Source: an optimization exercise on an open RTL-to-GDS flow (aim: small area, a short achievable clock period and few clock cycles). Production flows keep margins and buffers that such runs may drop. Only simulation tests tie the RTL to the original design; equivalence was not proved.

**design/flow/standard.sh**
```bash
#!/bin/bash
# synth_recipe.tcl (not shown) runs the flow's synth.tcl, then flattens the netlist and writes it again
# the make line also repeats each setting of config.mk as NAME=value (left out here)
make -C /OpenROAD-flow-scripts/flow DESIGN_CONFIG=/design/flow/config.mk WORK_HOME=/design/flow/orfs CLKGATE_MAP_FILE= SYNTH_SCRIPT=/design/flow/synth_recipe.tcl "${@:-finish}"
```
**design/flow/constraint.sdc**
```tcl
create_clock -name core_clock -period 80.0 [get_ports {clk}]
set_input_delay 16.0000 -clock core_clock [delete_from_list [all_inputs] [get_ports {clk}]]
set_output_delay 16.0000 -clock core_clock [all_outputs]
set_load 0.01 [all_outputs]
```
**design/flow/flow/run.sh**
```bash
#!/bin/bash
# The standard layout (the standard.sh), with these changes:
# - synthesis maps Yosys's carry-lookahead cells ($lcu) to ripple carry
#   (flow/ripple_lcu.v) instead of ORFS's Kogge-Stone map, which makes the
#   many small adders of this design about a fifth smaller;
# - every port is still buffered, with the smallest buffer cell;
# - the clock tree uses mid-sized clock buffers and no dummy loads (there are only
#   a few dozen flip-flops).
set -euo pipefail
export SYNTH_OPERATIONS_ARGS="-extra-map $PWD/flow/ripple_lcu.v"
export BUFFER_PORTS_ARGS="-buffer_cell sky130_fd_sc_hd__buf_1"
export CTS_ARGS="-sink_clustering_enable -repair_clock_nets -dont_use_dummy_load -root_buf sky130_fd_sc_hd__clkbuf_8 -buf_list sky130_fd_sc_hd__clkbuf_8"
bash standard.sh finish > standard.log 2>&1
```
**design/flow/flow/ripple_lcu.v**
```verilog
(* techmap_celltype = "$lcu" *)
module _80_lcu_ripple (P, G, CI, CO);
	parameter WIDTH = 2;

	(* force_downto *)
	input [WIDTH-1:0] P, G;
	input CI;

	(* force_downto *)
	output [WIDTH-1:0] CO;

	integer i;
	(* force_downto *)
	reg [WIDTH-1:0] c;

	wire [1023:0] _TECHMAP_DO_ = "proc; opt -fast";

	always @* begin
		c[0] = G[0] | (P[0] & CI);
		for (i = 1; i < WIDTH; i = i + 1)
			c[i] = G[i] | (P[i] & c[i - 1]);
	end

	assign CO = c;
endmodule
```
**design/flow/design.v**
```verilog
module INV_IP (
    input  [5:0] IN_P,
    input  [4:0] IN_X,
    output [5:0] OUT_INV
);
reg [5:0] lo, hi;
always @(*) begin
    case ({IN_P[4:1], IN_X[3:0]})
        {4'd1, 4'd1}: lo = 6'd1;
        {4'd2, 4'd1}: lo = 6'd4;
        {4'd2, 4'd2}: lo = 6'd2;
        {4'd3, 4'd1}: lo = 6'd1;
        {4'd3, 4'd2}: lo = 6'd4;
        {4'd3, 4'd3}: lo = 6'd5;
        {4'd5, 4'd1}: lo = 6'd9;
        {4'd5, 4'd2}: lo = 6'd10;
        {4'd5, 4'd3}: lo = 6'd3;
        {4'd5, 4'd4}: lo = 6'd5;
        {4'd5, 4'd5}: lo = 6'd4;
        {4'd6, 4'd1}: lo = 6'd12;
        {4'd6, 4'd2}: lo = 6'd6;
        {4'd6, 4'd3}: lo = 6'd4;
        {4'd6, 4'd4}: lo = 6'd3;
        {4'd6, 4'd5}: lo = 6'd5;
        {4'd6, 4'd6}: lo = 6'd2;
        {4'd8, 4'd1}: lo = 6'd13;
        {4'd8, 4'd2}: lo = 6'd15;
        {4'd8, 4'd3}: lo = 6'd10;
        {4'd8, 4'd4}: lo = 6'd16;
        {4'd8, 4'd5}: lo = 6'd6;
        {4'd8, 4'd6}: lo = 6'd5;
        {4'd8, 4'd7}: lo = 6'd14;
        {4'd8, 4'd8}: lo = 6'd8;
        {4'd9, 4'd1}: lo = 6'd7;
        {4'd9, 4'd2}: lo = 6'd13;
        {4'd9, 4'd3}: lo = 6'd15;
        {4'd9, 4'd4}: lo = 6'd16;
        {4'd9, 4'd5}: lo = 6'd9;
        {4'd9, 4'd6}: lo = 6'd17;
        {4'd9, 4'd7}: lo = 6'd1;
        {4'd9, 4'd8}: lo = 6'd8;
        {4'd9, 4'd9}: lo = 6'd5;
        {4'd11, 4'd1}: lo = 6'd18;
        {4'd11, 4'd2}: lo = 6'd9;
        {4'd11, 4'd3}: lo = 6'd6;
        {4'd11, 4'd4}: lo = 6'd16;
        {4'd11, 4'd5}: lo = 6'd22;
        {4'd11, 4'd6}: lo = 6'd3;
        {4'd11, 4'd7}: lo = 6'd19;
        {4'd11, 4'd8}: lo = 6'd8;
        {4'd11, 4'd9}: lo = 6'd2;
        {4'd11, 4'd10}: lo = 6'd11;
        {4'd11, 4'd11}: lo = 6'd10;
        {4'd14, 4'd1}: lo = 6'd6;
        {4'd14, 4'd2}: lo = 6'd3;
        {4'd14, 4'd3}: lo = 6'd2;
        {4'd14, 4'd4}: lo = 6'd16;
        {4'd14, 4'd5}: lo = 6'd7;
        {4'd14, 4'd6}: lo = 6'd1;
        {4'd14, 4'd7}: lo = 6'd5;
        {4'd14, 4'd8}: lo = 6'd8;
        {4'd14, 4'd9}: lo = 6'd20;
        {4'd14, 4'd10}: lo = 6'd18;
        {4'd14, 4'd11}: lo = 6'd19;
        {4'd14, 4'd12}: lo = 6'd15;
        {4'd14, 4'd13}: lo = 6'd25;
        {4'd14, 4'd14}: lo = 6'd17;
        {4'd15, 4'd1}: lo = 6'd2;
        {4'd15, 4'd2}: lo = 6'd1;
        {4'd15, 4'd3}: lo = 6'd11;
        {4'd15, 4'd4}: lo = 6'd16;
        {4'd15, 4'd5}: lo = 6'd19;
        {4'd15, 4'd6}: lo = 6'd21;
        {4'd15, 4'd7}: lo = 6'd18;
        {4'd15, 4'd8}: lo = 6'd8;
        {4'd15, 4'd9}: lo = 6'd14;
        {4'd15, 4'd10}: lo = 6'd25;
        {4'd15, 4'd11}: lo = 6'd3;
        {4'd15, 4'd12}: lo = 6'd26;
        {4'd15, 4'd13}: lo = 6'd24;
        {4'd15, 4'd14}: lo = 6'd9;
        {4'd15, 4'd15}: lo = 6'd27;
        default: lo = 6'd0;
    endcase
end
always @(*) begin
    case ({IN_P[4:1], IN_X})
        {4'd2, 5'd1}: hi = 6'd27;
        {4'd2, 5'd2}: hi = 6'd32;
        {4'd2, 5'd3}: hi = 6'd9;
        {4'd2, 5'd4}: hi = 6'd16;
        {4'd2, 5'd5}: hi = 6'd35;
        {4'd2, 5'd6}: hi = 6'd23;
        {4'd2, 5'd7}: hi = 6'd25;
        {4'd2, 5'd8}: hi = 6'd8;
        {4'd2, 5'd9}: hi = 6'd3;
        {4'd2, 5'd10}: hi = 6'd36;
        {4'd2, 5'd11}: hi = 6'd26;
        {4'd2, 5'd12}: hi = 6'd30;
        {4'd2, 5'd13}: hi = 6'd22;
        {4'd2, 5'd14}: hi = 6'd31;
        {4'd2, 5'd15}: hi = 6'd24;
        {4'd2, 5'd16}: hi = 6'd4;
        {4'd2, 5'd17}: hi = 6'd19;
        {4'd2, 5'd18}: hi = 6'd20;
        {4'd4, 5'd1}: hi = 6'd23;
        {4'd4, 5'd2}: hi = 6'd32;
        {4'd4, 5'd3}: hi = 6'd35;
        {4'd4, 5'd4}: hi = 6'd16;
        {4'd4, 5'd5}: hi = 6'd21;
        {4'd4, 5'd6}: hi = 6'd38;
        {4'd4, 5'd7}: hi = 6'd15;
        {4'd4, 5'd8}: hi = 6'd8;
        {4'd4, 5'd9}: hi = 6'd39;
        {4'd4, 5'd10}: hi = 6'd31;
        {4'd4, 5'd11}: hi = 6'd17;
        {4'd4, 5'd12}: hi = 6'd19;
        {4'd4, 5'd13}: hi = 6'd27;
        {4'd4, 5'd14}: hi = 6'd28;
        {4'd4, 5'd15}: hi = 6'd7;
        {4'd4, 5'd16}: hi = 6'd4;
        {4'd4, 5'd17}: hi = 6'd11;
        {4'd4, 5'd18}: hi = 6'd40;
        {4'd4, 5'd19}: hi = 6'd12;
        {4'd4, 5'd20}: hi = 6'd36;
        {4'd5, 5'd1}: hi = 6'd21;
        {4'd5, 5'd2}: hi = 6'd32;
        {4'd5, 5'd3}: hi = 6'd7;
        {4'd5, 5'd4}: hi = 6'd16;
        {4'd5, 5'd5}: hi = 6'd30;
        {4'd5, 5'd6}: hi = 6'd25;
        {4'd5, 5'd7}: hi = 6'd3;
        {4'd5, 5'd8}: hi = 6'd8;
        {4'd5, 5'd9}: hi = 6'd31;
        {4'd5, 5'd10}: hi = 6'd15;
        {4'd5, 5'd11}: hi = 6'd41;
        {4'd5, 5'd12}: hi = 6'd34;
        {4'd5, 5'd13}: hi = 6'd38;
        {4'd5, 5'd14}: hi = 6'd23;
        {4'd5, 5'd15}: hi = 6'd10;
        {4'd5, 5'd16}: hi = 6'd4;
        {4'd5, 5'd17}: hi = 6'd24;
        {4'd5, 5'd18}: hi = 6'd37;
        {4'd5, 5'd19}: hi = 6'd26;
        {4'd5, 5'd20}: hi = 6'd29;
        {4'd5, 5'd21}: hi = 6'd1;
        {4'd7, 5'd1}: hi = 6'd17;
        {4'd7, 5'd2}: hi = 6'd32;
        {4'd7, 5'd3}: hi = 6'd37;
        {4'd7, 5'd4}: hi = 6'd16;
        {4'd7, 5'd5}: hi = 6'd41;
        {4'd7, 5'd6}: hi = 6'd42;
        {4'd7, 5'd7}: hi = 6'd36;
        {4'd7, 5'd8}: hi = 6'd8;
        {4'd7, 5'd9}: hi = 6'd28;
        {4'd7, 5'd10}: hi = 6'd44;
        {4'd7, 5'd11}: hi = 6'd40;
        {4'd7, 5'd12}: hi = 6'd21;
        {4'd7, 5'd13}: hi = 6'd23;
        {4'd7, 5'd14}: hi = 6'd18;
        {4'd7, 5'd15}: hi = 6'd45;
        {4'd7, 5'd16}: hi = 6'd4;
        {4'd7, 5'd17}: hi = 6'd1;
        {4'd7, 5'd18}: hi = 6'd14;
        {4'd7, 5'd19}: hi = 6'd38;
        {4'd7, 5'd20}: hi = 6'd22;
        {4'd7, 5'd21}: hi = 6'd12;
        {4'd7, 5'd22}: hi = 6'd20;
        {4'd7, 5'd23}: hi = 6'd13;
        {4'd10, 5'd1}: hi = 6'd11;
        {4'd10, 5'd2}: hi = 6'd32;
        {4'd10, 5'd3}: hi = 6'd39;
        {4'd10, 5'd4}: hi = 6'd16;
        {4'd10, 5'd5}: hi = 6'd34;
        {4'd10, 5'd6}: hi = 6'd46;
        {4'd10, 5'd7}: hi = 6'd47;
        {4'd10, 5'd8}: hi = 6'd8;
        {4'd10, 5'd9}: hi = 6'd13;
        {4'd10, 5'd10}: hi = 6'd17;
        {4'd10, 5'd11}: hi = 6'd1;
        {4'd10, 5'd12}: hi = 6'd23;
        {4'd10, 5'd13}: hi = 6'd9;
        {4'd10, 5'd14}: hi = 6'd50;
        {4'd10, 5'd15}: hi = 6'd29;
        {4'd10, 5'd16}: hi = 6'd4;
        {4'd10, 5'd17}: hi = 6'd10;
        {4'd10, 5'd18}: hi = 6'd33;
        {4'd10, 5'd19}: hi = 6'd48;
        {4'd10, 5'd20}: hi = 6'd35;
        {4'd10, 5'd21}: hi = 6'd51;
        {4'd10, 5'd22}: hi = 6'd27;
        {4'd10, 5'd23}: hi = 6'd12;
        {4'd10, 5'd24}: hi = 6'd38;
        {4'd10, 5'd25}: hi = 6'd28;
        {4'd10, 5'd26}: hi = 6'd31;
        {4'd13, 5'd1}: hi = 6'd5;
        {4'd13, 5'd2}: hi = 6'd32;
        {4'd13, 5'd3}: hi = 6'd41;
        {4'd13, 5'd4}: hi = 6'd16;
        {4'd13, 5'd5}: hi = 6'd1;
        {4'd13, 5'd6}: hi = 6'd50;
        {4'd13, 5'd7}: hi = 6'd26;
        {4'd13, 5'd8}: hi = 6'd8;
        {4'd13, 5'd9}: hi = 6'd53;
        {4'd13, 5'd10}: hi = 6'd30;
        {4'd13, 5'd11}: hi = 6'd38;
        {4'd13, 5'd12}: hi = 6'd25;
        {4'd13, 5'd13}: hi = 6'd14;
        {4'd13, 5'd14}: hi = 6'd13;
        {4'd13, 5'd15}: hi = 6'd20;
        {4'd13, 5'd16}: hi = 6'd4;
        {4'd13, 5'd17}: hi = 6'd35;
        {4'd13, 5'd18}: hi = 6'd56;
        {4'd13, 5'd19}: hi = 6'd22;
        {4'd13, 5'd20}: hi = 6'd15;
        {4'd13, 5'd21}: hi = 6'd48;
        {4'd13, 5'd22}: hi = 6'd19;
        {4'd13, 5'd23}: hi = 6'd31;
        {4'd13, 5'd24}: hi = 6'd42;
        {4'd13, 5'd25}: hi = 6'd12;
        {4'd13, 5'd26}: hi = 6'd7;
        {4'd13, 5'd27}: hi = 6'd57;
        {4'd13, 5'd28}: hi = 6'd36;
        {4'd13, 5'd29}: hi = 6'd49;
        {4'd14, 5'd1}: hi = 6'd3;
        {4'd14, 5'd2}: hi = 6'd32;
        {4'd14, 5'd3}: hi = 6'd1;
        {4'd14, 5'd4}: hi = 6'd16;
        {4'd14, 5'd5}: hi = 6'd25;
        {4'd14, 5'd6}: hi = 6'd31;
        {4'd14, 5'd7}: hi = 6'd44;
        {4'd14, 5'd8}: hi = 6'd8;
        {4'd14, 5'd9}: hi = 6'd41;
        {4'd14, 5'd10}: hi = 6'd43;
        {4'd14, 5'd11}: hi = 6'd28;
        {4'd14, 5'd12}: hi = 6'd46;
        {4'd14, 5'd13}: hi = 6'd19;
        {4'd14, 5'd14}: hi = 6'd22;
        {4'd14, 5'd15}: hi = 6'd49;
        {4'd14, 5'd16}: hi = 6'd4;
        {4'd14, 5'd17}: hi = 6'd54;
        {4'd14, 5'd18}: hi = 6'd51;
        {4'd14, 5'd19}: hi = 6'd13;
        {4'd14, 5'd20}: hi = 6'd52;
        {4'd14, 5'd21}: hi = 6'd35;
        {4'd14, 5'd22}: hi = 6'd14;
        {4'd14, 5'd23}: hi = 6'd24;
        {4'd14, 5'd24}: hi = 6'd23;
        {4'd14, 5'd25}: hi = 6'd5;
        {4'd14, 5'd26}: hi = 6'd40;
        {4'd14, 5'd27}: hi = 6'd34;
        {4'd14, 5'd28}: hi = 6'd11;
        {4'd14, 5'd29}: hi = 6'd59;
        {4'd14, 5'd30}: hi = 6'd55;
        default: hi = 6'd0;
    endcase
end
assign OUT_INV = IN_P[5] ? hi : lo;
endmodule
module SQ_IP (
    input  [5:0] IN_P,
    input  [4:0] IN_F,
    output [5:0] OUT_SQ
);
reg [5:0] lo, hi;
always @(*) begin
    case ({IN_P[4:1], IN_F[3:0]})
        {4'd1, 4'd0}: lo = 6'd0;
        {4'd1, 4'd1}: lo = 6'd0;
        {4'd2, 4'd0}: lo = 6'd0;
        {4'd2, 4'd1}: lo = 6'd3;
        {4'd2, 4'd2}: lo = 6'd2;
        {4'd3, 4'd0}: lo = 6'd0;
        {4'd3, 4'd1}: lo = 6'd3;
        {4'd3, 4'd2}: lo = 6'd5;
        {4'd3, 4'd3}: lo = 6'd6;
        {4'd5, 4'd0}: lo = 6'd0;
        {4'd5, 4'd1}: lo = 6'd3;
        {4'd5, 4'd2}: lo = 6'd1;
        {4'd5, 4'd3}: lo = 6'd5;
        {4'd5, 4'd4}: lo = 6'd4;
        {4'd5, 4'd5}: lo = 6'd9;
        {4'd6, 4'd0}: lo = 6'd0;
        {4'd6, 4'd1}: lo = 6'd3;
        {4'd6, 4'd2}: lo = 6'd12;
        {4'd6, 4'd3}: lo = 6'd1;
        {4'd6, 4'd4}: lo = 6'd9;
        {4'd6, 4'd5}: lo = 6'd10;
        {4'd6, 4'd6}: lo = 6'd4;
        {4'd8, 4'd0}: lo = 6'd0;
        {4'd8, 4'd1}: lo = 6'd3;
        {4'd8, 4'd2}: lo = 6'd12;
        {4'd8, 4'd3}: lo = 6'd10;
        {4'd8, 4'd4}: lo = 6'd14;
        {4'd8, 4'd5}: lo = 6'd7;
        {4'd8, 4'd6}: lo = 6'd6;
        {4'd8, 4'd7}: lo = 6'd11;
        {4'd8, 4'd8}: lo = 6'd5;
        {4'd9, 4'd0}: lo = 6'd0;
        {4'd9, 4'd1}: lo = 6'd3;
        {4'd9, 4'd2}: lo = 6'd12;
        {4'd9, 4'd3}: lo = 6'd8;
        {4'd9, 4'd4}: lo = 6'd10;
        {4'd9, 4'd5}: lo = 6'd18;
        {4'd9, 4'd6}: lo = 6'd13;
        {4'd9, 4'd7}: lo = 6'd14;
        {4'd9, 4'd8}: lo = 6'd2;
        {4'd9, 4'd9}: lo = 6'd15;
        {4'd11, 4'd0}: lo = 6'd0;
        {4'd11, 4'd1}: lo = 6'd3;
        {4'd11, 4'd2}: lo = 6'd12;
        {4'd11, 4'd3}: lo = 6'd4;
        {4'd11, 4'd4}: lo = 6'd2;
        {4'd11, 4'd5}: lo = 6'd6;
        {4'd11, 4'd6}: lo = 6'd16;
        {4'd11, 4'd7}: lo = 6'd9;
        {4'd11, 4'd8}: lo = 6'd8;
        {4'd11, 4'd9}: lo = 6'd13;
        {4'd11, 4'd10}: lo = 6'd1;
        {4'd11, 4'd11}: lo = 6'd18;
        {4'd14, 4'd0}: lo = 6'd0;
        {4'd14, 4'd1}: lo = 6'd3;
        {4'd14, 4'd2}: lo = 6'd12;
        {4'd14, 4'd3}: lo = 6'd27;
        {4'd14, 4'd4}: lo = 6'd19;
        {4'd14, 4'd5}: lo = 6'd17;
        {4'd14, 4'd6}: lo = 6'd21;
        {4'd14, 4'd7}: lo = 6'd2;
        {4'd14, 4'd8}: lo = 6'd18;
        {4'd14, 4'd9}: lo = 6'd11;
        {4'd14, 4'd10}: lo = 6'd10;
        {4'd14, 4'd11}: lo = 6'd15;
        {4'd14, 4'd12}: lo = 6'd26;
        {4'd14, 4'd13}: lo = 6'd14;
        {4'd14, 4'd14}: lo = 6'd8;
        {4'd15, 4'd0}: lo = 6'd0;
        {4'd15, 4'd1}: lo = 6'd3;
        {4'd15, 4'd2}: lo = 6'd12;
        {4'd15, 4'd3}: lo = 6'd27;
        {4'd15, 4'd4}: lo = 6'd17;
        {4'd15, 4'd5}: lo = 6'd13;
        {4'd15, 4'd6}: lo = 6'd15;
        {4'd15, 4'd7}: lo = 6'd23;
        {4'd15, 4'd8}: lo = 6'd6;
        {4'd15, 4'd9}: lo = 6'd26;
        {4'd15, 4'd10}: lo = 6'd21;
        {4'd15, 4'd11}: lo = 6'd22;
        {4'd15, 4'd12}: lo = 6'd29;
        {4'd15, 4'd13}: lo = 6'd11;
        {4'd15, 4'd14}: lo = 6'd30;
        {4'd15, 4'd15}: lo = 6'd24;
        default: lo = 6'd0;
    endcase
end
always @(*) begin
    case ({IN_P[4:1], IN_F})
        {4'd2, 5'd0}: hi = 6'd0;
        {4'd2, 5'd1}: hi = 6'd3;
        {4'd2, 5'd2}: hi = 6'd12;
        {4'd2, 5'd3}: hi = 6'd27;
        {4'd2, 5'd4}: hi = 6'd11;
        {4'd2, 5'd5}: hi = 6'd1;
        {4'd2, 5'd6}: hi = 6'd34;
        {4'd2, 5'd7}: hi = 6'd36;
        {4'd2, 5'd8}: hi = 6'd7;
        {4'd2, 5'd9}: hi = 6'd21;
        {4'd2, 5'd10}: hi = 6'd4;
        {4'd2, 5'd11}: hi = 6'd30;
        {4'd2, 5'd12}: hi = 6'd25;
        {4'd2, 5'd13}: hi = 6'd26;
        {4'd2, 5'd14}: hi = 6'd33;
        {4'd2, 5'd15}: hi = 6'd9;
        {4'd2, 5'd16}: hi = 6'd28;
        {4'd2, 5'd17}: hi = 6'd16;
        {4'd2, 5'd18}: hi = 6'd10;
        {4'd4, 5'd0}: hi = 6'd0;
        {4'd4, 5'd1}: hi = 6'd3;
        {4'd4, 5'd2}: hi = 6'd12;
        {4'd4, 5'd3}: hi = 6'd27;
        {4'd4, 5'd4}: hi = 6'd7;
        {4'd4, 5'd5}: hi = 6'd34;
        {4'd4, 5'd6}: hi = 6'd26;
        {4'd4, 5'd7}: hi = 6'd24;
        {4'd4, 5'd8}: hi = 6'd28;
        {4'd4, 5'd9}: hi = 6'd38;
        {4'd4, 5'd10}: hi = 6'd13;
        {4'd4, 5'd11}: hi = 6'd35;
        {4'd4, 5'd12}: hi = 6'd22;
        {4'd4, 5'd13}: hi = 6'd15;
        {4'd4, 5'd14}: hi = 6'd14;
        {4'd4, 5'd15}: hi = 6'd19;
        {4'd4, 5'd16}: hi = 6'd30;
        {4'd4, 5'd17}: hi = 6'd6;
        {4'd4, 5'd18}: hi = 6'd29;
        {4'd4, 5'd19}: hi = 6'd17;
        {4'd4, 5'd20}: hi = 6'd11;
        {4'd5, 5'd0}: hi = 6'd0;
        {4'd5, 5'd1}: hi = 6'd3;
        {4'd5, 5'd2}: hi = 6'd12;
        {4'd5, 5'd3}: hi = 6'd27;
        {4'd5, 5'd4}: hi = 6'd5;
        {4'd5, 5'd5}: hi = 6'd32;
        {4'd5, 5'd6}: hi = 6'd22;
        {4'd5, 5'd7}: hi = 6'd18;
        {4'd5, 5'd8}: hi = 6'd20;
        {4'd5, 5'd9}: hi = 6'd28;
        {4'd5, 5'd10}: hi = 6'd42;
        {4'd5, 5'd11}: hi = 6'd19;
        {4'd5, 5'd12}: hi = 6'd2;
        {4'd5, 5'd13}: hi = 6'd34;
        {4'd5, 5'd14}: hi = 6'd29;
        {4'd5, 5'd15}: hi = 6'd30;
        {4'd5, 5'd16}: hi = 6'd37;
        {4'd5, 5'd17}: hi = 6'd7;
        {4'd5, 5'd18}: hi = 6'd26;
        {4'd5, 5'd19}: hi = 6'd8;
        {4'd5, 5'd20}: hi = 6'd39;
        {4'd5, 5'd21}: hi = 6'd33;
        {4'd7, 5'd0}: hi = 6'd0;
        {4'd7, 5'd1}: hi = 6'd3;
        {4'd7, 5'd2}: hi = 6'd12;
        {4'd7, 5'd3}: hi = 6'd27;
        {4'd7, 5'd4}: hi = 6'd1;
        {4'd7, 5'd5}: hi = 6'd28;
        {4'd7, 5'd6}: hi = 6'd14;
        {4'd7, 5'd7}: hi = 6'd6;
        {4'd7, 5'd8}: hi = 6'd4;
        {4'd7, 5'd9}: hi = 6'd8;
        {4'd7, 5'd10}: hi = 6'd18;
        {4'd7, 5'd11}: hi = 6'd34;
        {4'd7, 5'd12}: hi = 6'd9;
        {4'd7, 5'd13}: hi = 6'd37;
        {4'd7, 5'd14}: hi = 6'd24;
        {4'd7, 5'd15}: hi = 6'd17;
        {4'd7, 5'd16}: hi = 6'd16;
        {4'd7, 5'd17}: hi = 6'd21;
        {4'd7, 5'd18}: hi = 6'd32;
        {4'd7, 5'd19}: hi = 6'd2;
        {4'd7, 5'd20}: hi = 6'd25;
        {4'd7, 5'd21}: hi = 6'd7;
        {4'd7, 5'd22}: hi = 6'd42;
        {4'd7, 5'd23}: hi = 6'd36;
        {4'd10, 5'd0}: hi = 6'd0;
        {4'd10, 5'd1}: hi = 6'd3;
        {4'd10, 5'd2}: hi = 6'd12;
        {4'd10, 5'd3}: hi = 6'd27;
        {4'd10, 5'd4}: hi = 6'd48;
        {4'd10, 5'd5}: hi = 6'd22;
        {4'd10, 5'd6}: hi = 6'd2;
        {4'd10, 5'd7}: hi = 6'd41;
        {4'd10, 5'd8}: hi = 6'd33;
        {4'd10, 5'd9}: hi = 6'd31;
        {4'd10, 5'd10}: hi = 6'd35;
        {4'd10, 5'd11}: hi = 6'd45;
        {4'd10, 5'd12}: hi = 6'd8;
        {4'd10, 5'd13}: hi = 6'd30;
        {4'd10, 5'd14}: hi = 6'd5;
        {4'd10, 5'd15}: hi = 6'd39;
        {4'd10, 5'd16}: hi = 6'd26;
        {4'd10, 5'd17}: hi = 6'd19;
        {4'd10, 5'd18}: hi = 6'd18;
        {4'd10, 5'd19}: hi = 6'd23;
        {4'd10, 5'd20}: hi = 6'd34;
        {4'd10, 5'd21}: hi = 6'd51;
        {4'd10, 5'd22}: hi = 6'd21;
        {4'd10, 5'd23}: hi = 6'd50;
        {4'd10, 5'd24}: hi = 6'd32;
        {4'd10, 5'd25}: hi = 6'd20;
        {4'd10, 5'd26}: hi = 6'd14;
        {4'd13, 5'd0}: hi = 6'd0;
        {4'd13, 5'd1}: hi = 6'd3;
        {4'd13, 5'd2}: hi = 6'd12;
        {4'd13, 5'd3}: hi = 6'd27;
        {4'd13, 5'd4}: hi = 6'd48;
        {4'd13, 5'd5}: hi = 6'd16;
        {4'd13, 5'd6}: hi = 6'd49;
        {4'd13, 5'd7}: hi = 6'd29;
        {4'd13, 5'd8}: hi = 6'd15;
        {4'd13, 5'd9}: hi = 6'd7;
        {4'd13, 5'd10}: hi = 6'd5;
        {4'd13, 5'd11}: hi = 6'd9;
        {4'd13, 5'd12}: hi = 6'd19;
        {4'd13, 5'd13}: hi = 6'd35;
        {4'd13, 5'd14}: hi = 6'd57;
        {4'd13, 5'd15}: hi = 6'd26;
        {4'd13, 5'd16}: hi = 6'd1;
        {4'd13, 5'd17}: hi = 6'd41;
        {4'd13, 5'd18}: hi = 6'd28;
        {4'd13, 5'd19}: hi = 6'd21;
        {4'd13, 5'd20}: hi = 6'd20;
        {4'd13, 5'd21}: hi = 6'd25;
        {4'd13, 5'd22}: hi = 6'd36;
        {4'd13, 5'd23}: hi = 6'd53;
        {4'd13, 5'd24}: hi = 6'd17;
        {4'd13, 5'd25}: hi = 6'd46;
        {4'd13, 5'd26}: hi = 6'd22;
        {4'd13, 5'd27}: hi = 6'd4;
        {4'd13, 5'd28}: hi = 6'd51;
        {4'd13, 5'd29}: hi = 6'd45;
        {4'd14, 5'd0}: hi = 6'd0;
        {4'd14, 5'd1}: hi = 6'd3;
        {4'd14, 5'd2}: hi = 6'd12;
        {4'd14, 5'd3}: hi = 6'd27;
        {4'd14, 5'd4}: hi = 6'd48;
        {4'd14, 5'd5}: hi = 6'd14;
        {4'd14, 5'd6}: hi = 6'd47;
        {4'd14, 5'd7}: hi = 6'd25;
        {4'd14, 5'd8}: hi = 6'd9;
        {4'd14, 5'd9}: hi = 6'd60;
        {4'd14, 5'd10}: hi = 6'd56;
        {4'd14, 5'd11}: hi = 6'd58;
        {4'd14, 5'd12}: hi = 6'd5;
        {4'd14, 5'd13}: hi = 6'd19;
        {4'd14, 5'd14}: hi = 6'd39;
        {4'd14, 5'd15}: hi = 6'd4;
        {4'd14, 5'd16}: hi = 6'd36;
        {4'd14, 5'd17}: hi = 6'd13;
        {4'd14, 5'd18}: hi = 6'd57;
        {4'd14, 5'd19}: hi = 6'd46;
        {4'd14, 5'd20}: hi = 6'd41;
        {4'd14, 5'd21}: hi = 6'd42;
        {4'd14, 5'd22}: hi = 6'd49;
        {4'd14, 5'd23}: hi = 6'd1;
        {4'd14, 5'd24}: hi = 6'd20;
        {4'd14, 5'd25}: hi = 6'd45;
        {4'd14, 5'd26}: hi = 6'd15;
        {4'd14, 5'd27}: hi = 6'd52;
        {4'd14, 5'd28}: hi = 6'd34;
        {4'd14, 5'd29}: hi = 6'd22;
        {4'd14, 5'd30}: hi = 6'd16;
        default: hi = 6'd0;
    endcase
end
assign OUT_SQ = IN_P[5] ? hi : lo;
endmodule
module SQ1_IP (
    input  [5:0] IN_P,
    input  [4:0] IN_F,
    output [5:0] OUT_SQ
);
reg [5:0] lo, hi;
always @(*) begin
    case ({IN_P[4:1], IN_F[3:0]})
        {4'd1, 4'd0}: lo = 6'd0;
        {4'd1, 4'd1}: lo = 6'd1;
        {4'd2, 4'd0}: lo = 6'd0;
        {4'd2, 4'd1}: lo = 6'd1;
        {4'd2, 4'd2}: lo = 6'd4;
        {4'd3, 4'd0}: lo = 6'd0;
        {4'd3, 4'd1}: lo = 6'd1;
        {4'd3, 4'd2}: lo = 6'd4;
        {4'd3, 4'd3}: lo = 6'd2;
        {4'd5, 4'd0}: lo = 6'd0;
        {4'd5, 4'd1}: lo = 6'd1;
        {4'd5, 4'd2}: lo = 6'd4;
        {4'd5, 4'd3}: lo = 6'd9;
        {4'd5, 4'd4}: lo = 6'd5;
        {4'd5, 4'd5}: lo = 6'd3;
        {4'd6, 4'd0}: lo = 6'd0;
        {4'd6, 4'd1}: lo = 6'd1;
        {4'd6, 4'd2}: lo = 6'd4;
        {4'd6, 4'd3}: lo = 6'd9;
        {4'd6, 4'd4}: lo = 6'd3;
        {4'd6, 4'd5}: lo = 6'd12;
        {4'd6, 4'd6}: lo = 6'd10;
        {4'd8, 4'd0}: lo = 6'd0;
        {4'd8, 4'd1}: lo = 6'd1;
        {4'd8, 4'd2}: lo = 6'd4;
        {4'd8, 4'd3}: lo = 6'd9;
        {4'd8, 4'd4}: lo = 6'd16;
        {4'd8, 4'd5}: lo = 6'd8;
        {4'd8, 4'd6}: lo = 6'd2;
        {4'd8, 4'd7}: lo = 6'd15;
        {4'd8, 4'd8}: lo = 6'd13;
        {4'd9, 4'd0}: lo = 6'd0;
        {4'd9, 4'd1}: lo = 6'd1;
        {4'd9, 4'd2}: lo = 6'd4;
        {4'd9, 4'd3}: lo = 6'd9;
        {4'd9, 4'd4}: lo = 6'd16;
        {4'd9, 4'd5}: lo = 6'd6;
        {4'd9, 4'd6}: lo = 6'd17;
        {4'd9, 4'd7}: lo = 6'd11;
        {4'd9, 4'd8}: lo = 6'd7;
        {4'd9, 4'd9}: lo = 6'd5;
        {4'd11, 4'd0}: lo = 6'd0;
        {4'd11, 4'd1}: lo = 6'd1;
        {4'd11, 4'd2}: lo = 6'd4;
        {4'd11, 4'd3}: lo = 6'd9;
        {4'd11, 4'd4}: lo = 6'd16;
        {4'd11, 4'd5}: lo = 6'd2;
        {4'd11, 4'd6}: lo = 6'd13;
        {4'd11, 4'd7}: lo = 6'd3;
        {4'd11, 4'd8}: lo = 6'd18;
        {4'd11, 4'd9}: lo = 6'd12;
        {4'd11, 4'd10}: lo = 6'd8;
        {4'd11, 4'd11}: lo = 6'd6;
        {4'd14, 4'd0}: lo = 6'd0;
        {4'd14, 4'd1}: lo = 6'd1;
        {4'd14, 4'd2}: lo = 6'd4;
        {4'd14, 4'd3}: lo = 6'd9;
        {4'd14, 4'd4}: lo = 6'd16;
        {4'd14, 4'd5}: lo = 6'd25;
        {4'd14, 4'd6}: lo = 6'd7;
        {4'd14, 4'd7}: lo = 6'd20;
        {4'd14, 4'd8}: lo = 6'd6;
        {4'd14, 4'd9}: lo = 6'd23;
        {4'd14, 4'd10}: lo = 6'd13;
        {4'd14, 4'd11}: lo = 6'd5;
        {4'd14, 4'd12}: lo = 6'd28;
        {4'd14, 4'd13}: lo = 6'd24;
        {4'd14, 4'd14}: lo = 6'd22;
        {4'd15, 4'd0}: lo = 6'd0;
        {4'd15, 4'd1}: lo = 6'd1;
        {4'd15, 4'd2}: lo = 6'd4;
        {4'd15, 4'd3}: lo = 6'd9;
        {4'd15, 4'd4}: lo = 6'd16;
        {4'd15, 4'd5}: lo = 6'd25;
        {4'd15, 4'd6}: lo = 6'd5;
        {4'd15, 4'd7}: lo = 6'd18;
        {4'd15, 4'd8}: lo = 6'd2;
        {4'd15, 4'd9}: lo = 6'd19;
        {4'd15, 4'd10}: lo = 6'd7;
        {4'd15, 4'd11}: lo = 6'd28;
        {4'd15, 4'd12}: lo = 6'd20;
        {4'd15, 4'd13}: lo = 6'd14;
        {4'd15, 4'd14}: lo = 6'd10;
        {4'd15, 4'd15}: lo = 6'd8;
        default: lo = 6'd0;
    endcase
end
always @(*) begin
    case ({IN_P[4:1], IN_F})
        {4'd2, 5'd0}: hi = 6'd0;
        {4'd2, 5'd1}: hi = 6'd1;
        {4'd2, 5'd2}: hi = 6'd4;
        {4'd2, 5'd3}: hi = 6'd9;
        {4'd2, 5'd4}: hi = 6'd16;
        {4'd2, 5'd5}: hi = 6'd25;
        {4'd2, 5'd6}: hi = 6'd36;
        {4'd2, 5'd7}: hi = 6'd12;
        {4'd2, 5'd8}: hi = 6'd27;
        {4'd2, 5'd9}: hi = 6'd7;
        {4'd2, 5'd10}: hi = 6'd26;
        {4'd2, 5'd11}: hi = 6'd10;
        {4'd2, 5'd12}: hi = 6'd33;
        {4'd2, 5'd13}: hi = 6'd21;
        {4'd2, 5'd14}: hi = 6'd11;
        {4'd2, 5'd15}: hi = 6'd3;
        {4'd2, 5'd16}: hi = 6'd34;
        {4'd2, 5'd17}: hi = 6'd30;
        {4'd2, 5'd18}: hi = 6'd28;
        {4'd4, 5'd0}: hi = 6'd0;
        {4'd4, 5'd1}: hi = 6'd1;
        {4'd4, 5'd2}: hi = 6'd4;
        {4'd4, 5'd3}: hi = 6'd9;
        {4'd4, 5'd4}: hi = 6'd16;
        {4'd4, 5'd5}: hi = 6'd25;
        {4'd4, 5'd6}: hi = 6'd36;
        {4'd4, 5'd7}: hi = 6'd8;
        {4'd4, 5'd8}: hi = 6'd23;
        {4'd4, 5'd9}: hi = 6'd40;
        {4'd4, 5'd10}: hi = 6'd18;
        {4'd4, 5'd11}: hi = 6'd39;
        {4'd4, 5'd12}: hi = 6'd21;
        {4'd4, 5'd13}: hi = 6'd5;
        {4'd4, 5'd14}: hi = 6'd32;
        {4'd4, 5'd15}: hi = 6'd20;
        {4'd4, 5'd16}: hi = 6'd10;
        {4'd4, 5'd17}: hi = 6'd2;
        {4'd4, 5'd18}: hi = 6'd37;
        {4'd4, 5'd19}: hi = 6'd33;
        {4'd4, 5'd20}: hi = 6'd31;
        {4'd5, 5'd0}: hi = 6'd0;
        {4'd5, 5'd1}: hi = 6'd1;
        {4'd5, 5'd2}: hi = 6'd4;
        {4'd5, 5'd3}: hi = 6'd9;
        {4'd5, 5'd4}: hi = 6'd16;
        {4'd5, 5'd5}: hi = 6'd25;
        {4'd5, 5'd6}: hi = 6'd36;
        {4'd5, 5'd7}: hi = 6'd6;
        {4'd5, 5'd8}: hi = 6'd21;
        {4'd5, 5'd9}: hi = 6'd38;
        {4'd5, 5'd10}: hi = 6'd14;
        {4'd5, 5'd11}: hi = 6'd35;
        {4'd5, 5'd12}: hi = 6'd15;
        {4'd5, 5'd13}: hi = 6'd40;
        {4'd5, 5'd14}: hi = 6'd24;
        {4'd5, 5'd15}: hi = 6'd10;
        {4'd5, 5'd16}: hi = 6'd41;
        {4'd5, 5'd17}: hi = 6'd31;
        {4'd5, 5'd18}: hi = 6'd23;
        {4'd5, 5'd19}: hi = 6'd17;
        {4'd5, 5'd20}: hi = 6'd13;
        {4'd5, 5'd21}: hi = 6'd11;
        {4'd7, 5'd0}: hi = 6'd0;
        {4'd7, 5'd1}: hi = 6'd1;
        {4'd7, 5'd2}: hi = 6'd4;
        {4'd7, 5'd3}: hi = 6'd9;
        {4'd7, 5'd4}: hi = 6'd16;
        {4'd7, 5'd5}: hi = 6'd25;
        {4'd7, 5'd6}: hi = 6'd36;
        {4'd7, 5'd7}: hi = 6'd2;
        {4'd7, 5'd8}: hi = 6'd17;
        {4'd7, 5'd9}: hi = 6'd34;
        {4'd7, 5'd10}: hi = 6'd6;
        {4'd7, 5'd11}: hi = 6'd27;
        {4'd7, 5'd12}: hi = 6'd3;
        {4'd7, 5'd13}: hi = 6'd28;
        {4'd7, 5'd14}: hi = 6'd8;
        {4'd7, 5'd15}: hi = 6'd37;
        {4'd7, 5'd16}: hi = 6'd21;
        {4'd7, 5'd17}: hi = 6'd7;
        {4'd7, 5'd18}: hi = 6'd42;
        {4'd7, 5'd19}: hi = 6'd32;
        {4'd7, 5'd20}: hi = 6'd24;
        {4'd7, 5'd21}: hi = 6'd18;
        {4'd7, 5'd22}: hi = 6'd14;
        {4'd7, 5'd23}: hi = 6'd12;
        {4'd10, 5'd0}: hi = 6'd0;
        {4'd10, 5'd1}: hi = 6'd1;
        {4'd10, 5'd2}: hi = 6'd4;
        {4'd10, 5'd3}: hi = 6'd9;
        {4'd10, 5'd4}: hi = 6'd16;
        {4'd10, 5'd5}: hi = 6'd25;
        {4'd10, 5'd6}: hi = 6'd36;
        {4'd10, 5'd7}: hi = 6'd49;
        {4'd10, 5'd8}: hi = 6'd11;
        {4'd10, 5'd9}: hi = 6'd28;
        {4'd10, 5'd10}: hi = 6'd47;
        {4'd10, 5'd11}: hi = 6'd15;
        {4'd10, 5'd12}: hi = 6'd38;
        {4'd10, 5'd13}: hi = 6'd10;
        {4'd10, 5'd14}: hi = 6'd37;
        {4'd10, 5'd15}: hi = 6'd13;
        {4'd10, 5'd16}: hi = 6'd44;
        {4'd10, 5'd17}: hi = 6'd24;
        {4'd10, 5'd18}: hi = 6'd6;
        {4'd10, 5'd19}: hi = 6'd43;
        {4'd10, 5'd20}: hi = 6'd29;
        {4'd10, 5'd21}: hi = 6'd17;
        {4'd10, 5'd22}: hi = 6'd7;
        {4'd10, 5'd23}: hi = 6'd52;
        {4'd10, 5'd24}: hi = 6'd46;
        {4'd10, 5'd25}: hi = 6'd42;
        {4'd10, 5'd26}: hi = 6'd40;
        {4'd13, 5'd0}: hi = 6'd0;
        {4'd13, 5'd1}: hi = 6'd1;
        {4'd13, 5'd2}: hi = 6'd4;
        {4'd13, 5'd3}: hi = 6'd9;
        {4'd13, 5'd4}: hi = 6'd16;
        {4'd13, 5'd5}: hi = 6'd25;
        {4'd13, 5'd6}: hi = 6'd36;
        {4'd13, 5'd7}: hi = 6'd49;
        {4'd13, 5'd8}: hi = 6'd5;
        {4'd13, 5'd9}: hi = 6'd22;
        {4'd13, 5'd10}: hi = 6'd41;
        {4'd13, 5'd11}: hi = 6'd3;
        {4'd13, 5'd12}: hi = 6'd26;
        {4'd13, 5'd13}: hi = 6'd51;
        {4'd13, 5'd14}: hi = 6'd19;
        {4'd13, 5'd15}: hi = 6'd48;
        {4'd13, 5'd16}: hi = 6'd20;
        {4'd13, 5'd17}: hi = 6'd53;
        {4'd13, 5'd18}: hi = 6'd29;
        {4'd13, 5'd19}: hi = 6'd7;
        {4'd13, 5'd20}: hi = 6'd46;
        {4'd13, 5'd21}: hi = 6'd28;
        {4'd13, 5'd22}: hi = 6'd12;
        {4'd13, 5'd23}: hi = 6'd57;
        {4'd13, 5'd24}: hi = 6'd45;
        {4'd13, 5'd25}: hi = 6'd35;
        {4'd13, 5'd26}: hi = 6'd27;
        {4'd13, 5'd27}: hi = 6'd21;
        {4'd13, 5'd28}: hi = 6'd17;
        {4'd13, 5'd29}: hi = 6'd15;
        {4'd14, 5'd0}: hi = 6'd0;
        {4'd14, 5'd1}: hi = 6'd1;
        {4'd14, 5'd2}: hi = 6'd4;
        {4'd14, 5'd3}: hi = 6'd9;
        {4'd14, 5'd4}: hi = 6'd16;
        {4'd14, 5'd5}: hi = 6'd25;
        {4'd14, 5'd6}: hi = 6'd36;
        {4'd14, 5'd7}: hi = 6'd49;
        {4'd14, 5'd8}: hi = 6'd3;
        {4'd14, 5'd9}: hi = 6'd20;
        {4'd14, 5'd10}: hi = 6'd39;
        {4'd14, 5'd11}: hi = 6'd60;
        {4'd14, 5'd12}: hi = 6'd22;
        {4'd14, 5'd13}: hi = 6'd47;
        {4'd14, 5'd14}: hi = 6'd13;
        {4'd14, 5'd15}: hi = 6'd42;
        {4'd14, 5'd16}: hi = 6'd12;
        {4'd14, 5'd17}: hi = 6'd45;
        {4'd14, 5'd18}: hi = 6'd19;
        {4'd14, 5'd19}: hi = 6'd56;
        {4'd14, 5'd20}: hi = 6'd34;
        {4'd14, 5'd21}: hi = 6'd14;
        {4'd14, 5'd22}: hi = 6'd57;
        {4'd14, 5'd23}: hi = 6'd41;
        {4'd14, 5'd24}: hi = 6'd27;
        {4'd14, 5'd25}: hi = 6'd15;
        {4'd14, 5'd26}: hi = 6'd5;
        {4'd14, 5'd27}: hi = 6'd58;
        {4'd14, 5'd28}: hi = 6'd52;
        {4'd14, 5'd29}: hi = 6'd48;
        {4'd14, 5'd30}: hi = 6'd46;
        default: hi = 6'd0;
    endcase
end
assign OUT_SQ = IN_P[5] ? hi : lo;
endmodule
module EC_TOP(
    clk, rst_n, in_valid,
    in_Px, in_Py, in_Qx, in_Qy, in_prime, in_a,
    out_valid, out_Rx, out_Ry
);
input clk, rst_n, in_valid;
input [5:0] in_Px, in_Py, in_Qx, in_Qy, in_prime, in_a;
output reg out_valid;
output [5:0] out_Rx, out_Ry;
wire [5:0] p = in_prime;
wire dbl = (in_Px == in_Qx) && (in_Py == in_Qy);
wire [6:0] fc, fp;
wire       fge;
ec_sub7 u_fc(.a({2'b0, p[5:1]}), .b(in_Px), .ge(fge), .d(fc));
ec_sub7 u_fp(.a({1'b0, p}), .b(in_Px), .ge(), .d(fp));
wire [4:0] pf = fge ? in_Px[4:0] : fp[4:0];         
wire [5:0] sq3;
SQ_IP u_sqt(.IN_P(p), .IN_F(pf), .OUT_SQ(sq3));
wire [6:0] n3 = sq3 + in_a;                          
wire [5:0] numD, numA, num;
wire [6:0] n3d;
wire       n3ge;
ec_sub7 u_r1(.a(n3), .b(p), .ge(n3ge), .d(n3d));
assign numD = n3ge ? n3d[5:0] : n3[5:0];
ec_subm u_na(.a(in_Qy), .b(in_Py), .p(p), .r(numA));
assign num = dbl ? numD : numA;
wire [6:0] py2;
wire       py2ge;
wire [5:0] denD, denA, den;
ec_sub7 u_py2(.a({in_Py, 1'b0}), .b(p), .ge(py2ge), .d(py2));
assign denD = py2ge ? py2[5:0] : {in_Py[4:0], 1'b0};
ec_subm u_da(.a(in_Qx), .b(in_Px), .p(p), .r(denA));
assign den = dbl ? denD : denA;
wire [6:0] hc, pd;
wire       hge;
ec_sub7 u_hc(.a({2'b0, p[5:1]}), .b(den), .ge(hge), .d(hc));
wire       neg = ~hge;                       
ec_sub7 u_pd(.a({1'b0, p}), .b(den), .ge(), .d(pd));
wire [4:0] dh = neg ? pd[4:0] : den[4:0];    
wire [5:0] im;
INV_IP u_inv(.IN_P(p), .IN_X(dh), .OUT_INV(im));
wire [12:0] prod;
wire [5:0]  s;
ec_muladd u_mu(.a(num), .b(im), .c(13'd0), .y(prod));
wire [7:0]  p3 = {p, 1'b0} + p;                              
ec_mred4  u_r2(.n(prod), .p(p), .p3(p3), .r(s));
wire [6:0] pq, c2;
wire [6:0] pmy;
ec_add #(7) u_pq(.a({1'b0, in_Px}), .b({1'b0, in_Qx}), .cin(1'b0), .s(pq), .co());
ec_add #(7) u_c2(.a({p, 1'b0}), .b(~pq), .cin(1'b1), .s(c2), .co());     
ec_sub7     u_pm(.a({1'b0, p}), .b(in_Py), .ge(), .d(pmy));              
wire [6:0] sc, sp;
wire       sge;
ec_sub7 u_sc(.a({2'b0, p[5:1]}), .b(s), .ge(sge), .d(sc));
ec_sub7 u_sp(.a({1'b0, p}), .b(s), .ge(), .d(sp));
wire [4:0] sf = sge ? s[4:0] : sp[4:0];
wire [5:0] w;
SQ1_IP u_sq1(.IN_P(p), .IN_F(sf), .OUT_SQ(w));
reg [5:0]  s_r, w_r, px_r, d_r, p_r;
reg [6:0]  c_r;
reg       n_r;
always @(posedge clk) begin
    n_r  <= neg;
    s_r  <= s;
    w_r  <= w;
    px_r <= in_Px;
    c_r  <= c2;
    d_r  <= pmy[5:0];
    p_r  <= in_prime;
end
always @(posedge clk or negedge rst_n)
    if (!rst_n) out_valid <= 1'b0;
    else        out_valid <= in_valid;
wire [12:0] ys;
wire [5:0]  t;
wire [7:0] p3_r = {p_r, 1'b0} + p_r;                         
wire [7:0] wc = w_r + c_r;                                    
ec_qstep #(0) u_x0(.n({1'b0, wc}), .p(p_r), .p3(p3_r), .r(out_Rx));
ec_subn   u_t (.a(px_r), .b(out_Rx), .p(p_r), .neg(n_r), .r(t));  
wire [7:0] s3_r = {s_r, 1'b0} + s_r;                         
ec_muladd4 u_ys(.a(s_r), .a3(s3_r), .b(t), .c({7'd0, d_r}), .y(ys));  
ec_red6q  u_ry(.n(ys), .p(p_r), .p3(p3_r), .r(out_Ry));
endmodule
module ec_add #(parameter W = 8) (
    input  [W-1:0] a, b,
    input          cin,
    output [W-1:0] s,
    output         co
);
assign {co, s} = a + b + cin;
endmodule
module ec_sub7 (
    input  [6:0] a,
    input  [5:0] b,
    output       ge,
    output [6:0] d
);
ec_add #(7) u(.a(a), .b({1'b1, ~b}), .cin(1'b1), .s(d), .co(ge));
endmodule
module ec_qstep #(parameter K = 4) (
    input  [K+8:0] n,
    input  [5:0]   p,
    input  [7:0]   p3,
    output [K+5:0] r
);
wire [7:0] w = n[K +: 8];
wire [8:0] d1 = {1'b0, w} - {3'b0, p};
wire [8:0] d2 = {1'b0, w} - {2'b0, p, 1'b0};
wire [8:0] d3 = {1'b0, w} - {1'b0, p3};
wire [5:0] q  = !d3[8] ? d3[5:0] : !d2[8] ? d2[5:0] : !d1[8] ? d1[5:0] : w[5:0];
generate
    if (K > 0) begin : g_lo
        assign r = {q, n[K-1:0]};
    end else begin : g_lo0
        assign r = q;
    end
endgenerate
endmodule
module ec_red6q (
    input  [12:0] n,
    input  [5:0]  p,
    input  [7:0]  p3,
    output [5:0]  r
);
wire [12:0] v [0:3];
assign v[3] = n;
genvar j;
generate
    for (j = 2; j >= 0; j = j - 1) begin : g_st
        wire [7:0] w = v[j+1][2*j +: 8];
        wire [8:0] d1 = {1'b0, w} - {3'b0, p};
        wire [8:0] d2 = {1'b0, w} - {2'b0, p, 1'b0};
        wire [8:0] d3 = {1'b0, w} - {1'b0, p3};
        wire [5:0] q  = !d3[8] ? d3[5:0] : !d2[8] ? d2[5:0] : !d1[8] ? d1[5:0] : w[5:0];
        if (j > 0) begin : g_lo
            assign v[j] = {{(7-2*j){1'b0}}, q, v[j+1][2*j-1:0]};
        end else begin : g_lo0
            assign v[j] = {7'd0, q};
        end
    end
endgenerate
assign r = v[0][5:0];
endmodule
module ec_mred4 (
    input  [12:0] n,
    input  [5:0]  p,
    input  [7:0]  p3,
    output [5:0]  r
);
wire [12:0] v [0:3];              
assign v[0] = n;
genvar j;
generate
    for (j = 0; j < 3; j = j + 1) begin : g_st
        wire [1:0] b  = v[j][2*j +: 2];
        wire [1:0] bp = b * p[1:0];
        wire [1:0] q  = 2'd0 - bp;
        wire [7:0] qp = (q == 2'd3) ? p3 : (q == 2'd2) ? {1'b0, p, 1'b0} : (q == 2'd1) ? {2'b0, p} : 8'd0;
        assign v[j+1] = v[j] + ({5'd0, qp} << (2 * j));
    end
endgenerate
wire [6:0] u = v[3][12:6];       
wire [6:0] d;
wire       ge;
ec_sub7 uc(.a(u), .b(p), .ge(ge), .d(d));
assign r = ge ? d[5:0] : u[5:0];
endmodule
module ec_mred (
    input  [12:0] n,
    input  [5:0]  p,
    output [5:0]  r
);
wire [12:0] v [0:6];              
assign v[0] = n;
genvar i;
generate
    for (i = 0; i < 6; i = i + 1) begin : g_st
        assign v[i+1] = v[i] + ({13{v[i][i]}} & ({7'd0, p} << i));
    end
endgenerate
wire [6:0] u = v[6][12:6];       
wire [6:0] d;
wire       ge;
ec_sub7 uc(.a(u), .b(p), .ge(ge), .d(d));
assign r = ge ? d[5:0] : u[5:0];
endmodule
module ec_subm (
    input  [5:0] a, b, p,
    output [5:0] r
);
wire [6:0] d;
wire       ge;
wire [5:0] dp;
ec_sub7 u0(.a({1'b0, a}), .b(b), .ge(ge), .d(d));
ec_add #(6) u1(.a(d[5:0]), .b(p), .cin(1'b0), .s(dp), .co());
assign r = ge ? d[5:0] : dp;
endmodule
module ec_subn (
    input  [5:0] a, b, p,
    input        neg,
    output [5:0] r
);
wire [6:0] d;
wire [5:0] dp;
ec_add #(7) u0(.a({1'b0, a} ^ {7{neg}}), .b(~{1'b0, b} ^ {7{neg}}), .cin(1'b1), .s(d), .co());
ec_add #(6) u1(.a(d[5:0]), .b(p), .cin(1'b0), .s(dp), .co());
assign r = d[6] ? dp : d[5:0];
endmodule
module ec_muladd4 (
    input  [5:0]  a,
    input  [7:0]  a3,
    input  [5:0]  b,
    input  [12:0] c,
    output [12:0] y
);
wire [11:0] acc [0:3];            
assign acc[0] = c[11:0];
genvar i;
generate
    for (i = 0; i < 3; i = i + 1) begin : g_row
        wire [1:0]  d  = b[2*i +: 2];
        wire [7:0]  m  = (d == 2'd3) ? a3 : (d == 2'd2) ? {1'b0, a, 1'b0} : (d == 2'd1) ? {2'b0, a} : 8'd0;
        wire [11:0] pp = {4'd0, m} << (2 * i);
        ec_add #(12) u(.a(acc[i]), .b(pp), .cin(1'b0), .s(acc[i+1]), .co());
    end
endgenerate
assign y = {1'b0, acc[3]};
endmodule
module ec_muladd (
    input  [5:0]  a, b,
    input  [12:0] c,
    output [12:0] y
);
wire [11:0] acc [0:6];            
assign acc[0] = c[11:0];
genvar i;
generate
    for (i = 0; i < 6; i = i + 1) begin : g_row
        wire [11:0] pp = {6'd0, a & {6{b[i]}}} << i;
        ec_add #(12) u(.a(acc[i]), .b(pp), .cin(1'b0), .s(acc[i+1]), .co());
    end
endgenerate
assign y = {1'b0, acc[6]};
endmodule
```
**design/flow/config.mk**
```make
export PLATFORM = sky130hd
export DESIGN_NAME = EC_TOP
export DESIGN_NICKNAME = EC_TOP
export VERILOG_FILES = /design/flow/design.v
export SDC_FILE = /design/flow/constraint.sdc
export NUM_CORES = 4
export LEC_CHECK = 0
export ABC_AREA = 1
export CAP_MARGIN = 20
export CORE_MARGIN = 2
export CORE_UTILIZATION = 30
export PLACE_DENSITY = 0.5
export SLEW_MARGIN = 20
```
==> summary.txt <==
registers in the layout (all words and copies together), names as in the netlist:
signal	count
n_r	1
w_r	6
d_r	6
out_valid	1
p_r	6
px_r	6
c_r	7
s_r	6
routing by layer:
metal / vias to the layer above / global-route usage
met2: 1151 / 0.4179
met3: 300 / 0.03764
li1: 8098 / -
met1: 8740 / 0.3331
met5: - / 0
met4: 4 / 0.1367
worst paths after layout:
path / start / to / slack [ns] / cells past startpoint
max in group asynchronous: rst_n / out_valid / 64.46 / 1
hold / removal: rst_n / out_valid / 15.44 / 1
min in group core_clock: in_valid / out_valid / 15.79 / 1
setup / recovery: in_Px[1] / w_r[1] / 42.23 / 87
stage by stage:
step                utilization  cells  area, µm²
floorplan                     -   2440      16510
detailed placement       0.3210   3122      17380
CTS                      0.3223   3127      17450
global placement         0.3210   3122      17380
global route             0.3224   3129      17450
finish                   0.3225   3130      17460
cells in the mapped netlist, types with 4 or more instances:
master / n / area share
a32oi_1: 5 / 0.0027
buf_2: 19 / 0.0058
inv_1: 380 / 0.086
a21o_1: 6 / 0.0027
nand2_1: 493 / 0.11
nand4_1: 31 / 0.012
o21a_1: 5 / 0.0023
buf_4: 8 / 0.0036
ha_1: 124 / 0.094
mux2i_1: 7 / 0.0042
buf_6: 7 / 0.0048
nor2_2: 4 / 0.0015
o21ai_1: 26 / 0.0079
o21ai_0: 199 / 0.060
xnor2_1: 14 / 0.0074
a311oi_1: 4 / 0.0021
inv_2: 16 / 0.0036
dfxtp_1: 38 / 0.046
o211ai_1: 52 / 0.024
nor3_1: 26 / 0.0079
o21ai_2: 5 / 0.0027
o32ai_1: 6 / 0.0032
a31oi_1: 18 / 0.0068
nand2_2: 22 / 0.0083
o2111ai_1: 22 / 0.012
a22oi_1: 8 / 0.0036
a21boi_1: 5 / 0.0023
nand3_1: 129 / 0.039
nor2_1: 191 / 0.043
a211oi_1: 10 / 0.0045
nand3_2: 7 / 0.0042
buf_1: 13 / 0.0030
xor2_1: 15 / 0.0080
o31ai_1: 17 / 0.0077
o221ai_1: 25 / 0.013
o22ai_1: 28 / 0.011
or2_2: 7 / 0.0027
clkinv_1: 11 / 0.0025
clkbuf_1: 53 / 0.012
a32o_1: 4 / 0.0024
a21oi_1: 127 / 0.038
a221oi_1: 7 / 0.0037
fa_1: 201 / 0.24
cells by family (layout without fill, tap and decap cells):
group | Yosys count | count (layout) | synth area share
AOI/OAI and AO/OA | 600 | 600 | 0.2252
xor gates and xnor gates | 31 | 31 | 0.01736
adders and majority gates | 325 | 325 | 0.3377
buffers and inverters | 507 | 498 | 0.1217
DFF | 39 | 39 | 0.04759
muxes | 7 | 7 | 0.004244
other | 0 | 3 | 0
and+or+nand+nor | 931 | 931 | 0.2462
layout make-up:
class | instances | area, µm²
diodes | 3 | 7.507
clock buffers | 5 | 68.82
fillers | 5931 | 36680
inverters | 407 | 1528
multi-input cells | 1894 | 13730
flip-flops and latches | 39 | 785.8
well taps | 696 | 870.8
repair buffers | 86 | 460.4
==> summary.txt <==
Residual DRC=0; CP Data Required Time=80.24 ns; First DRT Iteration DRCs=2452; CTS Sinks=39; H-tree levels=2; CP peak stage delay=0.78 ns; Worst Tran Pin Value=1.029 ns; status=complete, no violations; layout cells sized above 1=0.05389; vias in the first global route=18180; max_slew headroom=0.3119; Initial DRT Pass Iterations=6; PortBufs=51; Synth cell types=70; largest net degree at the start of global routing=48; Fin. Hold Viols=0; Via-to-Cell Ratio=5.844; Yosys Warn Count=8; wire length per cell=23.74 µm; crit path max fanout=13; RSZ-0062 raised after global routing=false; Main synth FF type=dfxtp_1; TritonCTS clock tree=yes; fin crit period=37.77 ns; core area=54130 µm²; WL met2=33500 µm; GP Congestion=1.007; Fin Setup TNS=0 ns; Worst Setup End Kind=flip-flop; highest-delay cell along the critical path=o21ai_1; I/O pin count=52; Max Clk Rate=0.02648 GHz; Post-synth ARST share=0.02564; startpoint types=primary input; maxcap violations=0; die area=56930 µm²; hold buffers post-CTS=0; final worst slack=42.23 ns; worst slack, placed=42.26 ns; Die Y=238.6 µm; via count=18290; critical path class=in -> reg; row count=85; most frequent cells in the layout=493 x nand2_1, 380 x inv_1, 201 x fa_1, 197 x o21ai_0, 189 x nor2_1; Post-Route WL=74300 µm; clk buf depth=2; commonest non-fill, non-tap cell in the layout=nand2_1; max-slew violation count=0; CTS resizes=0; initial antenna violation count=4; Worst Path Buf+Inv=18; Post-CTS Setup Bufs=0; CP Data Arrival Time=38.01 ns; clock-pin slew on the worst setup and hold paths=0.10 ns; first-pass GRT wire length=112900 µm; period utilisation layout=0.4721; Nets=2797; Highest Signal Layer=met5; gr ovfl total=0; Seq/Total Area, Yosys=0.04759; mapped cell area=16510 µm²; # setup viols final=0; delay-heaviest family, CP=adder cells; syn_area_per_cell=6.766 µm²; placed wire-length estimate=57330 µm; FF+latch count, synth=39; Metal-1 WL=30020 µm; layout overhead on the synthesized area=5.729%; Root Driver=clkbuf_8; hold slack=15.44 ns; Post-synth EDFFs=0; starting density of the core=0.3050; Most common cell on crit path=fa_1; CTS buffer count=5; ANT nets after route=0; HP Class=in -> async; cell count after synthesis=2440; WL met3=6321 µm; Mapped Nets=2804; GRT Overall Usage=0.2584; Die X=238.6 µm
Testbench counts, summed over its fixed seeds: cycles 1,600.

[afterwards: timing with drivers on the ports]
The results above use ideal ports. As a check the final layout listed here was re-extracted and re-timed, cells and wires unchanged. Step 1 sets driving cells, clkbuf_16 on the clock port and buf_2 on the other inputs (assumed; they add their load-dependent delay and slew). Step 2 times the ports against the registers' clock, not the clock port: input delays grow and output delays shrink by t, the midpoint of the rising clock arrivals with the driver on. Slacks: ideal ports / drivers / drivers and shift; pairs: ideal ports / drivers.
shift t [ns]: 0.330
setup slack, ns: 42.233 / 42.235 / 41.905
hold slack, ns: 15.445 / 15.443 / 15.773
clock arrival spread, ns: 0.032 / 0.032
worst register clock-pin slew, ns: 0.10 / 0.10
After both steps this run still meets setup and hold. For this run, drivers alone change the setup slack by +0.002 ns; drivers and shift together by -0.328 ns.
